Context: an optimization exercise on an open-source flow, tuned for small area. The choices shown serve that exercise and are no tape-out recipe. Function was checked by simulation only, so behaviour that the tests miss may differ from the original. Power is estimated from default activity; no workload was simulated.

==> flow/design.v (outline; a module is shown in full before it is edited, if it fits) <==
// module ticket_booking_system: 702 lines
// module tbk_glue: 1364 lines
// module tbk_a211o_1: 3 lines
// module tbk_a222oi_1: 3 lines
// module tbk_a22o_1: 3 lines
// module tbk_a31oi_1: 3 lines
// module tbk_a32o_1: 3 lines
// module tbk_a32oi_1: 3 lines
// module tbk_and2_0: 3 lines
// module tbk_and3_1: 3 lines
// module tbk_clkinv_1: 3 lines
// module tbk_nand2_1: 3 lines
// module tbk_nand2b_1: 3 lines
// module tbk_nand3_1: 3 lines
// module tbk_nand4_1: 3 lines
// module tbk_nor2_1: 3 lines
// module tbk_o21ai_0: 3 lines
// module tbk_o21ba_1: 3 lines
// module tbk_o21bai_1: 3 lines
// module tbk_o22a_1: 3 lines
// module tbk_o22ai_1: 3 lines
// module tbk_o31a_1: 3 lines
// module tbk_or2_0: 3 lines
// module tbk_or4_1: 3 lines
// module tbk_xnor2_1: 3 lines
// module tbk_xor2_1: 3 lines
module ticket_booking_system (
    input clk,
    input rst,
    input book,
    input cancel,
    input check,
    input [3:0] seat_type,
    input [4:0] travel_date,
    output reg [7:0] price,
    output reg [7:0] seats_left,
    output reg booking_success,
    output reg cancel_success,
    output reg availability_status
);
  // ...
==> flow/run.sh <==
#!/bin/bash
# synth_recipe.tcl (not shown) runs the flow's synth.tcl, then flattens the netlist and writes it again
# the make line also repeats each setting of config.mk as NAME=value (left out here)
make -C /OpenROAD-flow-scripts/flow DESIGN_CONFIG=/design/flow/config.mk WORK_HOME=/design/flow/orfs CLKGATE_MAP_FILE= SYNTH_SCRIPT=/design/flow/synth_recipe.tcl finish
==> flow/config.mk <==
export PLATFORM = sky130hd
export DESIGN_NAME = ticket_booking_system
export DESIGN_NICKNAME = ticket_booking_system
export VERILOG_FILES = /design/flow/design.v
export SDC_FILE = /design/flow/constraint.sdc
export NUM_CORES = 4
export LEC_CHECK = 0
export CAP_MARGIN = 20
export CORE_MARGIN = 2
export CORE_UTILIZATION = 60
export CTS_BUF_LIST = sky130_fd_sc_hd__clkbuf_8
export GPL_TIMING_DRIVEN = 0
export PLACE_DENSITY = 0.75
export SLEW_MARGIN = 20
export SYNTH_HIERARCHICAL = 1
export SYNTH_MINIMUM_KEEP_SIZE = 0
==> flow/constraint.sdc <==
create_clock -name core_clock -period 8.0 [get_ports {clk}]
set_input_delay 1.6000 -clock core_clock [delete_from_list [all_inputs] [get_ports {clk}]]
set_output_delay 1.6000 -clock core_clock [all_outputs]
set_load 0.01 [all_outputs]
==> summary.txt, run 1 <==
CTS Buf Count 55; CP endpoint kind register; Max Cap Viol 0; M3 GR Usage 0.105; pwr/cell area roughly 230 nW/um^2; CTS tree built; DRC violations left 0; Setup WS post-layout -0.799 ns; ranking of synthesized cells by area dfxtp_1, a22o_1, a222oi_1, dfrtp_1, nor2_1; ANT cells 2; root buf cell clkbuf_8; Non-clk bufs 175; register area roughly 7400 sq um; # fillers 1,169; mux cell area share after synthesis 0; initial drt markers 2,450; sequential share of cell area 0.413; Post-synth EDFFs 0; Critical R2R Capture mem[68]; synthesized area per cell 10.9 sq um; Mapped Area 13,300 sq um; share of flip-flops with an asynchronous set or reset 0.0693; SO Faults setup timing; WL final 49.8 mm; FF+latch count 361; #MultiIn Comb 802; initial antenna violation count 2; RSZ-0062 raised after global routing true; pre-CTS setup slack -2.88 ns; outcome failed layout checks; worst path required time ~8.5 ns; post-DP HPWL 26.2 mm; Post-Synthesis Cells between 1k and 1.5k; final setup fails 352; met1 Resource Use GR 0.482; P_clk 1.66 mW; Synth top cells by count a22o_1, dfxtp_1, nor2_1; biggest regs mem (336), valid (8), price (7); top cell type's share of synthesized area 0.504; Worst Path Arrival 9.32 ns; CP Class in2reg; Worst VDD drop 0.172 mV
==> inputs of run 2 (changes only) <==
--- a/flow/config.mk
+++ b/flow/config.mk
@@ -8,8 +8,6 @@
 export CAP_MARGIN = 20
 export CORE_MARGIN = 2
-export CORE_UTILIZATION = 60
-export CTS_BUF_LIST = sky130_fd_sc_hd__clkbuf_8
-export GPL_TIMING_DRIVEN = 0
-export PLACE_DENSITY = 0.75
+export CORE_UTILIZATION = 40
+export PLACE_DENSITY = 0.6
 export SLEW_MARGIN = 20
 export SYNTH_HIERARCHICAL = 1
==> summary.txt, run 2 <==
Slew HR 0.545 (was 0.312); Post-synth EDFFs 0 (unchanged); area grow syn2layout 36.1% (was 33.4%); synth warn 7 (unchanged); clock power share 0.446 (was 0.415); initial core utilization 0.408 (was 0.611); final setup fails 0 (was 352); pre-CTS setup slack -1.12 ns (was -2.88 ns); most used cell, CP nor2_4 (unchanged); register area 7350 sq um (unchanged); antenna violation net count after detailed routing 0 (unchanged); Multi-input gate area 6440 sq um (was 6720 sq um); Synth cell types 28 (unchanged); largest family of logic cells by synthesized area compound AO/OA/AOI/OAI gates (unchanged); vias post-DR 12.3k (was 13.1k); share of flip-flops with an asynchronous set or reset 0.0693 (unchanged); Critical Path Max Stage Delay 0.58 ns (was 0.62 ns); WHS 0.464 ns (was 0.475 ns); P_sw 980 uW (was 1.05 mW); critical path launch point type primary input (unchanged); ANT cells 0 (was 2); Worst Setup SP seat_type[0] (was travel_date[2]); Comb pwr share 0.087 (was 0.104); final max-slew violation count 0 (unchanged); Synth Area in Simple Gates 0.0843 (unchanged); worst path required time 8.45 ns (was 8.52 ns); clock skew 0.0171 ns (was 0.0349 ns); pin count of the biggest net entering global routing 46 (was 28); outcome timing/DRC/antenna clean (was failed layout checks); Reg clk slew, reported paths 0.06 ns (was 0.07 ns); GRT Overall Usage 0.245 (was 0.352); final core utilization 0.555 (was 0.816); CTS tree built (unchanged); pwr/cell area 227 nW/um^2 (was 225 nW/um^2); Final TNS setup 0 ns (was -226.43 ns); flops & latches, synth 361 (unchanged); CP endpoint kind register (unchanged); adder-cell share of the synthesized area 0 (unchanged); area leader, netlist dfxtp_1 (unchanged); # fillers 2,843 (was 1,169); Net Sw Frac 0.238 (was 0.261); Post-synth top flop dfxtp_1 (unchanged); Clock Sinks 361 (unchanged); initial antenna violation count 1 (was 2); Biggest register mem (unchanged); period utilization 0.975 (was 1.10); Worst VDD drop 0.122 mV (was 0.172 mV); layout cells sized above 1 0.290 (was 0.284); Synth top cells by count a22o_1, dfxtp_1, nor2_1 (unchanged); Fmax achieved 128 MHz (was 114 MHz); Slowest cell on crit path or4_4 (unchanged); CTS max path bufs 3 (unchanged); TritonRoute pass-1 iters 9 (was 10); Max FO, Critical Path 7 (was 9); GPL Wtd Cong 0.917 (was 0.987); Flop pwr share 0.467 (was 0.481); max FFs per register 336 (unchanged); Post-CTS Hold Fix Bufs 0 (unchanged); DRC violations left 0 (unchanged); # IOs 33 (unchanged); mux cell area share after synthesis 0 (unchanged); synthesized area per cell 10.9 sq um (unchanged); Core Box Area 32,700 sq um (was 21,800 sq um); Worst R2R Start valid[3] (was valid[4]); Nets 1,543 (was 1,464); post-DR wirelength/cell 22.4 um (was 28.0 um); WL final 44.9 mm (was 49.8 mm); CTS Buf Count 40 (was 55); DR vias/cell 6.16 (was 7.35); Worst Path Arrival 8.25 ns (was 9.32 ns); post-DP HPWL 29.8 mm (was 26.2 mm); Horiz. Die Dim 187 um (was 153 um); Mapped Area 13,300 sq um (unchanged); clk latency of the worst-skew pair 0.52 ns (was 0.62 ns); Fin. Hold Viols 0 (unchanged); slew of the pin with the lowest slew margin 0.683 ns (was 1.03 ns); compound-gate portion of the synthesized area 0.337 (unchanged); biggest regs mem (336), valid (8), price (7) (unchanged); root buf cell clkbuf_16 (was clkbuf_8); I/O Buffers 27 (unchanged); final instance area 18,100 sq um (was 17,800 sq um); Post-Synthesis Cells 1,219 (unchanged); Placement Rows 66 (was 54); top cell type's share of synthesized area 0.504 (unchanged); synthesized-area fraction occupied by xor and xnor cells 0.00854 (unchanged); hold_sp seats_left[1] (was mem[178]); CP Class in2reg (unchanged); cell internal pwr 3.14 mW (was 2.96 mW); Leakage 7.15 nW (was 6.86 nW); Hold WC Path Type reg2reg (unchanged); ranking of synthesized cells by area dfxtp_1, a22o_1, a222oi_1, dfrtp_1, nor2_1 (unchanged); vias in the first global route 11.6k (about the same); Die ar. 34,800 sq um (was 23,400 sq um); GRT Residual Overflow 0 (unchanged); Period minus WS final 7.80 ns (was 8.80 ns); register area share after synthesis 0.551 (unchanged); first-pass GRT wire length 68.0 mm (was 66.0 mm); placed cell area 15,800 sq um (was 14,300 sq um); htree depth 2 (unchanged); most frequent cells in the layout a22o_1, dfxtp_1, buf_4 (was a22o_1, dfxtp_1, a222oi_1); initial drt markers 1,602 (was 2,450); Setup WS post-layout 0.200 ns (was -0.799 ns); Die Y-Extent 187 um (was 153 um); Max Cap Viol 0 (unchanged)
==> run 2: cell counts after synthesis <==
No cell type changed its count.
==> run 2: stage by stage <==
step,cells,power (mW)
5_1_grt,1999,4.26
2_1_floorplan,1223,2.10
3_5_place_dp,1891,2.28
4_1_cts,1974,4.12
6_report,1999,4.12
3_3_place_gp,1891,2.27
==> run 2: per-module statistics from Yosys (local to each module, per instance), a selection <==
module,area (sq um),cells
tbk_and2_0,6.26,1
tbk_and3_1,6.26,1
tbk_a222oi_1,10.0,1
tbk_nand4_1,6.26,1
tbk_o21ba_1,10.0,1
tbk_a31oi_1,6.26,1
tbk_or2_0,6.26,1
ticket_booking_system,7400,368
tbk_a211o_1,8.76,1
tbk_clkinv_1,3.75,1
tbk_o22ai_1,6.26,1
tbk_nand2b_1,6.26,1
tbk_xnor2_1,8.76,1
tbk_o31a_1,8.76,1
==> run 2: worst max-delay path: cells and delay by family <==
family	cells	cell delay, ns
compound gates	10	2.27
buf+inv	15	1.40
simple gates	24	2.97
==> run 2: area by class of cell <==
class                   instances  share of cell area
clock buffers                  54              0.0620
clock inverters                16              0.0105
inverters                      55              0.0130
multi-input cells             802               0.355
flip-flops and latches        361               0.405
well taps                     442              0.0305
repair buffers                268               0.124
repair inverters                1            0.000414
==> run 2: routing by layer <==
layer  wire, um  global-route usage  vias up  part of all wire
li1           -                   -     5622                 -
met1      19900               0.347     5975              0.44
met2      19600               0.367      611              0.44
met3       3770              0.0448      111             0.084
met4       1670              0.0989        2             0.037
met5         16                   0        -           0.00036
==> run 2: path summary, 6_finish.rpt <==
check | end | slack [ns] | depth (start not counted)
worst max-delay path | mem[177] | 0.20 | 49
worst min-delay path | seats_left[1] | 0.46 | 2
worst max register to register | mem[177] | 1.22 | 43
worst min register to register | seats_left[1] | 0.46 | 2
max in group asynchronous | valid[6] | 6.21 | 3
min in group asynchronous | price[1] | 1.47 | 3
==> run 2: power groups by stage <==
stage | logic (mW) | clock network, mW | registers, mW
detailed placement | 0.319 | 0 | 1.96
global placement | 0.314 | 0 | 1.96
floorplan | 0.151 | 0 | 1.95
CTS | 0.331 | 1.86 | 1.92
global route | 0.378 | 1.95 | 1.93
finish | 0.357 | 1.84 | 1.92
==> run 2: logic make-up (layout without fill, tap and decap cells) <==
group	Yosys count	after routing
AOI/OAI and AO/OA	527	527
xor gates and xnor gates	13	13
buffers and inverters	60	394
DFF	361	361
other	1	5
and+or+nand+nor	257	257
==> run 2: what timing repair did <==
action,CTS,global route
gates cloned,1,1
buffers inserted,12,29
resized for setup,111,125
pin swaps,17,55
endpoints found under the setup margin,346,354
endpoints found under the hold margin,0,0

re-timing with driven ports:
The results above use ideal ports. As a check the final layouts listed here were re-extracted and re-timed, cells and wires unchanged.
Step 1, drivers: a clkbuf_16 drives clk and a buf_2 each remaining input, both assumed.
Step 2 also shifts input and output timing later by t, the mid clock arrival at the registers, as if the neighbouring blocks saw the same clock.
Three values: no drivers, after step 1, after step 2; two values: the first two.
run | t, ns | setup WS [ns] | worst setup path at the end | pins driven straight from the clock port
run 1 | 0.643 | -0.799 / -0.838 / -1.482 | input to register | 1
run 2 | 0.563 | 0.200 / 0.213 / -0.350 | input to register | 1
Met with ideal ports but missed after step 2: setup timing in run 2. For run 1, which loses most, drivers alone change the setup slack by -0.039 ns; drivers and shift together by -0.683 ns.
